Source: an optimization exercise on an open RTL-to-GDS flow (aim: small area). Production flows keep margins and buffers that such runs may drop. Function not checked in this run: the RTL went through the layout flow alone. Power figures rest on the tool's default switching activity, not on a simulated workload.

==> design/flow/design.v <==
`timescale 1ns / 1ps
module udp_parser (
    input            clk,
    input            rst,
    input      [7:0] data_in,
    input            valid_in,
    output reg [7:0] payload_data,
    output           packet_done
);
    localparam IDLE    = 2'd0;
    localparam HEADER  = 2'd1;
    localparam PAYLOAD = 2'd2;
    reg [15:0] byte_count;
    reg [15:0] udp_length;
    reg [1:0]  c_state;
    wire [15:0] byte_count_inc = byte_count + 16'd1;
    always @(posedge clk or posedge rst) begin
        if (rst) byte_count <= 16'd0;
        else if (valid_in) byte_count <= byte_count_inc;
        else byte_count <= 16'd0;
    end
    always @(posedge clk or posedge rst) begin
        if (rst) udp_length <= 16'd0;
        else if (c_state == IDLE) udp_length <= 16'd0;
        else if (byte_count == 16'd4) udp_length[15:8] <= data_in;
        else if (byte_count == 16'd5) udp_length[7:0] <= data_in;
    end
    assign packet_done = (byte_count == udp_length) & (c_state == IDLE);
    always @(posedge clk or posedge rst) begin
        if (rst) payload_data <= 8'd0;
        else if ((c_state == PAYLOAD) & valid_in) payload_data <= data_in;
        else payload_data <= 8'd0;
    end
    always @(posedge clk or posedge rst) begin
        if (rst) c_state <= IDLE;
        else case (c_state)
            IDLE:    if (valid_in) c_state <= HEADER;
            HEADER:  if (byte_count == 16'd7) c_state <= PAYLOAD;
            PAYLOAD: if (byte_count_inc == udp_length) c_state <= IDLE;
            default: ;
        endcase
    end
endmodule
`timescale 1ns / 1ps
module fix_parser (
    input        clk,
    input        rst,
    input  [7:0] data_in,
    output       msg_complete,
    output       tag_valid,
    output       tag_first,
    output       value_valid,
    output       value_first
);
localparam IDLE    = 3'b000;
localparam TAG     = 3'b100;
localparam EQUAL   = 3'b101;
localparam VALUE   = 3'b111;
localparam CONTROL = 3'b110;
localparam DONE    = 3'b010;
localparam RESET       = 3'b000;
localparam BEGINSTRING = 3'b001;
localparam BODY_LENGTH = 3'b011;
localparam BODY        = 3'b010;
localparam CHECKSUM    = 3'b110;
reg [2:0] c_state, n_state;
reg [2:0] c_s, n_s;
reg [7:0] LENGTH [0:4];
reg [16:0] body_length_counter;
reg body_length_done;
wire body_length_value_en = (c_s == BODY_LENGTH) & (n_state == VALUE);
wire [16:0] body_length_value =
      17'd10000 * {9'd0, LENGTH[4]} + {9'd0, LENGTH[0]}
    + 17'd1000  * {9'd0, LENGTH[3]} + 17'd10 * {9'd0, LENGTH[1]}
    + 17'd100   * {9'd0, LENGTH[2]};
assign tag_valid    = (n_state == TAG);
assign tag_first    = tag_valid & (c_state != TAG);
assign value_valid  = (n_state == VALUE);
assign value_first  = (c_state == EQUAL);
assign msg_complete = (c_state == DONE);
integer i;
always @(posedge clk or posedge rst) begin
    if (rst) begin
        for (i = 0; i < 5; i = i + 1) LENGTH[i] <= 8'd0;
    end else if (body_length_value_en) begin
        LENGTH[0] <= data_in - 8'h30;
        for (i = 1; i < 5; i = i + 1) LENGTH[i] <= LENGTH[i-1];
    end else if (!(c_s == BODY_LENGTH || c_s == BODY)) begin
        for (i = 0; i < 5; i = i + 1) LENGTH[i] <= 8'd0;
    end
end
always @(posedge clk or posedge rst) begin
    if (rst) begin
        body_length_counter <= 17'd0;
        body_length_done <= 1'b0;
    end else if (body_length_counter == body_length_value + 17'd1) begin
        body_length_counter <= 17'd0;
        body_length_done <= 1'b1;
    end else begin
        body_length_counter <= (c_s == BODY) ? body_length_counter + 17'd1 : 17'd0;
        body_length_done <= 1'b0;
    end
end
always @(posedge clk or posedge rst) begin
    if (rst) c_state <= IDLE;
    else c_state <= n_state;
end
always @(*) begin
    n_state = c_state;
    case (c_state)
    IDLE:    if ((n_s == BEGINSTRING) | (n_s == BODY) | (n_s == BODY_LENGTH)) n_state = TAG;
    TAG:     if (data_in == 8'h3d) n_state = EQUAL;
    EQUAL:   n_state = VALUE;
    VALUE:   if (data_in == 8'h01) n_state = (c_s == CHECKSUM) ? DONE : CONTROL;
    CONTROL: n_state = TAG;
    DONE:    n_state = IDLE;
    default: ;
    endcase
end
always @(posedge clk or posedge rst) begin
    if (rst) c_s <= RESET;
    else c_s <= n_s;
end
always @(*) begin
    n_s = c_s;
    case (c_s)
    RESET:       if (data_in == 8'h38) n_s = BEGINSTRING;
    BEGINSTRING: if (data_in == 8'h01) n_s = BODY_LENGTH;
    BODY_LENGTH: if (data_in == 8'h01) n_s = BODY;
    BODY:        if (body_length_done) n_s = CHECKSUM;
    CHECKSUM:    if (data_in == 8'h01) n_s = RESET;
    default: ;
    endcase
end
endmodule
`timescale 1ns / 1ps
module fix_to_order_book (
    input             clk,
    input             rst,
    input      [7:0]  data,
    input             msg_complete,
    input             tag_valid,
    input             tag_first,
    input             value_valid,
    input             value_first,
    output            msg_valid,
    output            msg_type,
    output     [47:0] symbol_id,
    output            side,
    output     [63:0] price,
    output     [63:0] quantity,
    output     [31:0] order_id
);
    localparam [4:0] S_zzz = 5'd0;
    localparam [4:0] S_E = 5'd1;
    localparam [4:0] S_z = 5'd2;
    localparam [4:0] S_zz = 5'd3;
    localparam [4:0] S_zz1 = 5'd4;
    localparam [4:0] S_zzz1 = 5'd5;
    localparam [4:0] S_zzz3 = 5'd6;
    localparam [4:0] S_zzz5 = 5'd7;
    localparam [4:0] S_zz15 = 5'd8;
    localparam [4:0] S_zzz35 = 5'd17;
    localparam [4:0] S_zzz11 = 5'd18;
    localparam [4:0] S_zz150 = 5'd19;
    localparam [4:0] S_zzz39 = 5'd20;
    localparam [4:0] S_zzz54 = 5'd21;
    localparam [4:0] S_zz151 = 5'd22;
    localparam [4:0] S_zzz55 = 5'd23;
    localparam [4:0] S_zzz31 = 5'd24;
    function [4:0] dfa_next(input [4:0] s, input [7:0] b);
      begin
        case (s)
          S_zzz: begin
            if (b == 8'h00) dfa_next = S_zzz;
            else if (b == 8'h31) dfa_next = S_zzz1;
            else if (b == 8'h33) dfa_next = S_zzz3;
            else if (b == 8'h35) dfa_next = S_zzz5;
            else dfa_next = S_E;
          end
          S_E: begin
            if (b == 8'h00) dfa_next = S_z;
            else dfa_next = S_E;
          end
          S_z: begin
            if (b == 8'h00) dfa_next = S_zz;
            else dfa_next = S_E;
          end
          S_zz: begin
            if (b == 8'h00) dfa_next = S_zzz;
            else if (b == 8'h31) dfa_next = S_zz1;
            else dfa_next = S_E;
          end
          S_zz1: begin
            if (b == 8'h00) dfa_next = S_z;
            else if (b == 8'h35) dfa_next = S_zz15;
            else dfa_next = S_E;
          end
          S_zzz1: begin
            if (b == 8'h00) dfa_next = S_z;
            else if (b == 8'h31) dfa_next = S_zzz11;
            else if (b == 8'h35) dfa_next = S_zz15;
            else dfa_next = S_E;
          end
          S_zzz3: begin
            if (b == 8'h00) dfa_next = S_z;
            else if (b == 8'h31) dfa_next = S_zzz31;
            else if (b == 8'h35) dfa_next = S_zzz35;
            else if (b == 8'h39) dfa_next = S_zzz39;
            else dfa_next = S_E;
          end
          S_zzz5: begin
            if (b == 8'h00) dfa_next = S_z;
            else if (b == 8'h34) dfa_next = S_zzz54;
            else if (b == 8'h35) dfa_next = S_zzz55;
            else dfa_next = S_E;
          end
          S_zz15: begin
            if (b == 8'h00) dfa_next = S_z;
            else if (b == 8'h30) dfa_next = S_zz150;
            else if (b == 8'h31) dfa_next = S_zz151;
            else dfa_next = S_E;
          end
          S_zzz35: begin
            if (b == 8'h00) dfa_next = S_z;
            else dfa_next = S_E;
          end
          S_zzz11: begin
            if (b == 8'h00) dfa_next = S_z;
            else dfa_next = S_E;
          end
          S_zz150: begin
            if (b == 8'h00) dfa_next = S_z;
            else dfa_next = S_E;
          end
          S_zzz39: begin
            if (b == 8'h00) dfa_next = S_z;
            else dfa_next = S_E;
          end
          S_zzz54: begin
            if (b == 8'h00) dfa_next = S_z;
            else dfa_next = S_E;
          end
          S_zz151: begin
            if (b == 8'h00) dfa_next = S_z;
            else dfa_next = S_E;
          end
          S_zzz55: begin
            if (b == 8'h00) dfa_next = S_z;
            else dfa_next = S_E;
          end
          S_zzz31: begin
            if (b == 8'h00) dfa_next = S_z;
            else dfa_next = S_E;
          end
          default: dfa_next = S_E;
        endcase
      end
    endfunction
    localparam [3:0] C_NONE      = 4'd0;
    localparam [3:0] C_MSGTYPE   = 4'd1;
    localparam [3:0] C_CLORDID   = 4'd2;
    localparam [3:0] C_EXECTYPE  = 4'd3;
    localparam [3:0] C_ORDSTATUS = 4'd4;
    localparam [3:0] C_SIDE      = 4'd5;
    localparam [3:0] C_LEAVESQTY = 4'd6;
    localparam [3:0] C_SYMBOL    = 4'd7;
    localparam [3:0] C_LASTPX    = 4'd8;
    localparam [2:0] E_NONE = 3'd0, E_0 = 3'd1, E_F = 3'd2, E_4 = 3'd3, E_5 = 3'd4;
    localparam [1:0] O_NONE = 2'd0, O_0 = 2'd1, O_12 = 2'd2, O_4 = 2'd3;
    reg [4:0]  tag_dfa;
    reg [3:0]  tag_class;
    reg [63:0] value_stack;
    reg        MsgType8;
    reg [2:0]  ExecType;
    reg [1:0]  OrdStatus;
    reg [31:0] ClOrdID;
    reg [47:0] Symbol;
    reg        Side;
    reg [63:0] LeavesQty, LastPx;
    reg        mc1, mc2, mc3, mc4;
    reg        is_exec;
    wire tag_end = value_first;
    always @(posedge clk or posedge rst) begin
        if (rst) tag_dfa <= S_zzz;
        else if (tag_first) tag_dfa <= dfa_next(S_zzz, data);
        else if (tag_valid) tag_dfa <= dfa_next(tag_dfa, data);
    end
    always @(posedge clk or posedge rst) begin
        if (rst) tag_class <= C_NONE;
        else if (tag_end) tag_class <= tag_dfa[4] ? tag_dfa[3:0] : C_NONE;
    end
    always @(posedge clk or posedge rst) begin
        if (rst) value_stack <= 64'd0;
        else if (value_first) value_stack <= {56'd0, data};
        else if (value_valid) value_stack <= {value_stack[55:0], data};
    end
    wire [7:0] v0 = value_stack[7:0];
    wire clear = mc4 & ~tag_end;
    always @(posedge clk or posedge rst) begin
        if (rst) begin
            MsgType8  <= 1'b0;
            ExecType  <= E_NONE;
            OrdStatus <= O_NONE;
            ClOrdID   <= 32'd0;
            Symbol    <= 48'd0;
            Side      <= 1'b0;
            LeavesQty <= 64'd0;
            LastPx    <= 64'd0;
        end else if (tag_end) begin
            case (tag_class)
            C_MSGTYPE:   MsgType8 <= (v0 == 8'h38);
            C_CLORDID:   ClOrdID <= value_stack[31:0];
            C_EXECTYPE:  ExecType <= (v0 == 8'h30) ? E_0 : (v0 == 8'h46) ? E_F :
                                     (v0 == 8'h34) ? E_4 : (v0 == 8'h35) ? E_5 : E_NONE;
            C_ORDSTATUS: OrdStatus <= (v0 == 8'h30) ? O_0 :
                                      (v0 == 8'h31 || v0 == 8'h32) ? O_12 :
                                      (v0 == 8'h34) ? O_4 : O_NONE;
            C_SIDE:      Side <= v0[0];
            C_LEAVESQTY: LeavesQty <= value_stack;
            C_SYMBOL:    Symbol <= value_stack[47:0];
            C_LASTPX:    LastPx <= value_stack;
            default: ;
            endcase
        end else if (clear) begin
            MsgType8  <= 1'b0;
            ExecType  <= E_NONE;
            OrdStatus <= O_NONE;
            ClOrdID   <= 32'd0;
            Symbol    <= 48'd0;
            Side      <= 1'b0;
            LeavesQty <= 64'd0;
            LastPx    <= 64'd0;
        end
    end
    always @(posedge clk or posedge rst) begin
        if (rst) begin
            mc1 <= 1'b0; mc2 <= 1'b0; mc3 <= 1'b0; mc4 <= 1'b0;
            is_exec <= 1'b0;
        end else begin
            mc1 <= msg_complete; mc2 <= mc1; mc3 <= mc2; mc4 <= mc3;
            if (msg_complete) is_exec <= MsgType8;
        end
    end
    wire accepted = ((ExecType == E_0) & (OrdStatus == O_0)) |
                    ((ExecType == E_F) & (OrdStatus == O_12)) |
                    ((ExecType == E_4) & (OrdStatus == O_4)) |
                    (ExecType == E_5);
    wire shown = (mc2 | mc3) & is_exec;
    wire sel = shown & accepted;
    assign msg_valid = shown;
    assign msg_type  = ~(sel & ~((ExecType == E_0) & (OrdStatus == O_0)));
    assign symbol_id = sel ? Symbol : 48'd0;
    assign side      = sel & Side;
    assign price     = sel ? LastPx : 64'd0;
    assign quantity  = sel ? LeavesQty : 64'd0;
    assign order_id  = sel ? ClOrdID : 32'd0;
endmodule
`timescale 1ns / 1ps
module udp_plus_fix(
    input         clk,
    input         rst,
    input  [7:0]  data_in,
    input         valid_in,
    output        fix_packet_done_in,
    output        msg_valid,
    output        msg_type,
    output [47:0] symbol_id,
    output        side,
    output [63:0] price,
    output [63:0] quantity,
    output [31:0] order_id
    );
    wire [7:0] fix_data;
    wire msg_complete, tag_valid, tag_first, value_valid, value_first;
    udp_parser udp(
        .clk(clk), .rst(rst), .data_in(data_in), .valid_in(valid_in),
        .payload_data(fix_data), .packet_done(fix_packet_done_in));
    fix_parser fp(
        .clk(clk), .rst(rst), .data_in(fix_data),
        .msg_complete(msg_complete), .tag_valid(tag_valid), .tag_first(tag_first),
        .value_valid(value_valid), .value_first(value_first));
    fix_to_order_book fto(
        .clk(clk), .rst(rst), .data(fix_data), .msg_complete(msg_complete),
        .tag_valid(tag_valid), .tag_first(tag_first),
        .value_valid(value_valid), .value_first(value_first),
        .msg_valid(msg_valid), .msg_type(msg_type), .symbol_id(symbol_id),
        .side(side), .price(price), .quantity(quantity), .order_id(order_id));
endmodule
==> design/flow/run.sh <==
#!/bin/bash
# synth_recipe.tcl (not shown) runs the flow's synth.tcl, then flattens the netlist and writes it again
# the make line also repeats each setting of config.mk as NAME=value (left out here)
make -C /OpenROAD-flow-scripts/flow DESIGN_CONFIG=/design/flow/config.mk WORK_HOME=/design/flow/orfs CLKGATE_MAP_FILE= SYNTH_SCRIPT=/design/flow/synth_recipe.tcl finish
==> design/flow/config.mk <==
export PLATFORM = sky130hd
export DESIGN_NAME = udp_plus_fix
export DESIGN_NICKNAME = udp_plus_fix
export VERILOG_FILES = /design/flow/design.v
export SDC_FILE = /design/flow/constraint.sdc
export NUM_CORES = 4
export LEC_CHECK = 0
export CAP_MARGIN = 20
export CORE_MARGIN = 2
export CORE_UTILIZATION = 40
export SLEW_MARGIN = 20
==> design/flow/constraint.sdc <==
create_clock -name core_clock -period 10.0 [get_ports {clk}]
set_input_delay 2.0000 -clock core_clock [delete_from_list [all_inputs] [get_ports {clk}]]
set_output_delay 2.0000 -clock core_clock [all_outputs]
set_load 0.01 [all_outputs]
==> results.txt <==
per-layer routing:
metal  track usage, %  share of wire (%)  vias to the layer above
li1                 -                  -                     8836
met1             30.8                 46                     9048
met2             34.2                 47                      367
met3             2.58                3.9                       83
met4             7.08                2.8                        0
met5                0                  0                        -
Yosys cell counts, types with 42 or more instances:
| cell type | instances |
|---|---|
| a21oi_1 | 92 |
| a22o_1 | 42 |
| and2_1 | 227 |
| clkbuf_1 | 141 |
| dfrtp_1 | 399 |
| fa_1 | 65 |
| ha_1 | 137 |
| inv_1 | 142 |
| nand2_1 | 602 |
| nand3_1 | 105 |
| nor2_1 | 85 |
| o21ai_0 | 184 |
| xnor2_1 | 69 |
| xor2_1 | 44 |
sequential cells by signal, summed over array words and instances, names as in the netlist, 2 cells and up:
register	flops
udp.payload_data	8
udp.c_state	2
fto.OrdStatus	2
fto.tag_dfa	5
fto.tag_class	4
fto.value_stack	64
fp.c_state	3
fp.LENGTH	40
fp.body_length_counter	17
udp.udp_length	16
fto.ExecType	3
fto.LastPx	64
fto.LeavesQty	64
udp.byte_count	16
fp.c_s	3
fto.Symbol	48
fto.ClOrdID	32
power by group:
group / total, mW / switching [mW] / internal [mW]
combinational: 0.121 / 0.0852 / 0.0358
sequential: 1.63 / 0.00811 / 1.62
clock: 1.77 / 0.699 / 1.07
total: 3.52 / 0.792 / 2.73
stage by stage:
step	setup slack, ns	power [mW]	area (µm²)
finish	2.37	3.52	27700
global route	1.82	3.64	27700
CTS	1.99	3.56	27700
detailed placement	2.00	1.78	26100
global placement	2.05	1.78	26100
floorplan	2.63	1.74	23300
cells in the final DEF, fill, tap and decap left out, types with 6 or more instances in the layout:
| cell type | n |
|---|---|
| mux2i_1 | 20 |
| nor4_1 | 16 |
| clkbuf_1 | 15 |
| ha_1 | 137 |
| o21bai_1 | 9 |
| nor3_1 | 18 |
| inv_1 | 141 |
| a211oi_1 | 7 |
| clkdlybuf4s50_1 | 222 |
| fa_1 | 65 |
| nor3b_1 | 8 |
| and3_1 | 17 |
| o211ai_1 | 7 |
| xnor2_1 | 69 |
| clkbuf_8 | 6 |
| nand3_1 | 104 |
| o21ai_0 | 184 |
| and2_1 | 227 |
| dfrtp_1 | 399 |
| clkbuf_16 | 47 |
| a21oi_1 | 91 |
| nor2_1 | 84 |
| nand4_1 | 14 |
| nor2b_1 | 19 |
| bufinv_16 | 6 |
| buf_4 | 21 |
| a22o_1 | 42 |
| nand2b_1 | 12 |
| nand2_1 | 601 |
| a21o_1 | 11 |
| xor2_1 | 44 |
critical path, delay by kind of cell, from the launching register on:
kind	cells	cell delay (ns)
adders and majority gates	9	3.85
AOI/OAI and AO/OA	6	1.56
and+or+nand+nor	5	0.99
DFF	1	0.50
xor gates and xnor gates	2	0.40
buffers and inverters	3	0.21
worst paths after layout:
kind                            slack (ns)                                   to  cells past startpoint                   startpoint
worst min register to register        0.36                    fto.mc2$_DFF_PP0_                      0            fto.mc1$_DFF_PP0_
worst min-delay path                  0.36                    fto.mc2$_DFF_PP0_                      0            fto.mc1$_DFF_PP0_
min in group asynchronous             1.93            fto.LastPx[6]$_DFFE_PP0P_                      2                          rst
worst max-delay path                  2.37  fp.body_length_counter[3]$_DFF_PP0_                     25  fp.LENGTH[3][2]$_DFFE_PP0P_
max in group asynchronous             6.13      fto.value_stack[59]$_DFFE_PP0P_                      4                          rst
worst max register to register        2.37  fp.body_length_counter[3]$_DFF_PP0_                     25  fp.LENGTH[3][2]$_DFFE_PP0P_
layout make-up:
type / count / area, µm²
fill: 5459 / 30000
multi-input combinational: 1901 / 12200
sequential: 399 / 9980
timing repair buffer: 244 / 2390
clock buffer: 68 / 1320
tap: 765 / 957
inverter: 142 / 537
clock inverter: 15 / 254
kinds of logic (layout without fill, tap and decap cells):
group                      count (synthesis)  count (layout)
DFF                                      399             399
and+or+nand+nor                         1154            1154
AOI/OAI and AO/OA                        409             409
buffers and inverters                    302             469
adders and majority gates                202             202
muxes                                     21              21
xor gates and xnor gates                 115             115
==> reports/qor.yml <==
synthTopCellsByArea: "dfrtp_1 (43%), nand2_1 (9.7%), ha_1 (7.4%), and2_1 (6.1%), fa_1 (5.6%)"
synth_top_area_cell: "dfrtp_1"
tritoncts: "yes"
postSynthCellCount: 2602
cp.arrival_ns: 8.07
synthSimpleGateAreaFrac_pct: 23.3
grt_pass1_vias: 18200
final-max-slew-violation-count: 0
fin_nets: 2947
postSynthAreaPerCell_um2: 8.96
cts_buffers: 46
leakage_nw: 13.1
clockBufferDepth: 3
syn_nets: 2815
synth_fa_ha_area_share_pct: 12.9
core-area_mm2: 0.0577
post-cts-setup-buffers: 0
path_class: "flop to flop"
skew_ns: 0.0192
drt_iter0_markers: 1245
yosysSeqAreaShare_pct: 42.8
cpPeakStageDelay_ns: 0.56
drt_wl_total_um: 64500
maxCapViolations: 0
cp_slowest_cell: "fa_1"
vias_per_cell: 5.19
relSlewSlack_pct: 36.4
fin_hold_ws_ns: 0.362
dpl.hpwl_um: 44000
gr-total-overflow: 0
cpMostUsedCell: "fa_1"
fin_util_pct: 48.0
gp_congestion: 0.879
postRouteAntennaNets: 0
rsz0062_at_grt: "no"
synth_top_cell_area_share_pct: 42.8
cts_root_buffer: "clkbuf_16"
setup_viol: 0
synth_edf_count: 0
yosys.area_share.xor_xnor_pct: 4.45
cts_hold_buf: 0
post_route_cells_drive_above_1_share_pct: 3.94
synthFlopType: "dfrtp_1"
area_growth_pct: 18.7
async_reset_ff_share_pct: 100
io_pins: 223
cts.repair.resized: 0
syn_area_mm2: 0.0233
clk_latency_ns: 0.59
crit_required_ns: 10.44
fmax_ghz: 0.131
rows: 88
ir_worst_vdd_mv: 0.118
power_density_mw_per_mm2: 127
synth_top_family_by_area: "simple AND/OR/NAND/NOR gates"
htree_levels: 2
grt_pass1_wl_um: 104000
portBuffers: 222
fin_crit_ns: 7.63
antenna_found_initial: 0
cts_sinks: 399
min_path_type: "flop to flop"
layout.cells.non_filler: 3534
fin_crit_sh_pct: 76.3
drc: 0
path_max_fanout: 17
insertedDiodeCount: 0
start_kind: "flop"
end_kind: "flop"
status: "complete, no violations"
synth_compound_area_share_pct: 10.7
hold_violations: 0
grt_util_all_layers_pct: 21.6
yosys_warnings: 4
wl_per_cell_um: 18.2
dp.cells: 3451
start_util_pct: 40.4
worst_pin_slew_ns: 0.954
fp.dieArea_mm2: 0.0602
fin_tns_setup_ns: 0
ys_types: 72
die_h_um: 245
synthMuxAreaShare_pct: 0.907
clkTransAtPathRegs_ns: 0.06
first_pass_iters: 5
synth-seq-cells: 399
via_count: 18300
die_w_um: 245
grt_max_degree: 109

## afterwards: timing with drivers on the ports
In the flow no input, the clock included, has a driving cell. The finished layout below was timed again as built, in two steps. Step 1: set_driving_cell puts a clkbuf_16 on clk and a buf_2 on each other input, an assumption about the parent block. Step 2 times the ports against the registers' clock, not the clock port: input delays grow and output delays shrink by t, the midpoint of the rising clock arrivals with the driver on. a / b / c = ideal / step 1 / step 2; a / b = the first two.
shift t [ns]: 0.632
slack for setup (ns): 2.372 / 2.372 / 2.372
hold slack, ns: 0.362 / 0.362 / 0.362
worst data-port slew with drivers (ns): 0.03
pins driven straight from the clock port: 1
After both steps this run still meets setup and hold. The setup slack of this run moves by 0.000 ns with the drivers and by 0.000 ns with both steps.
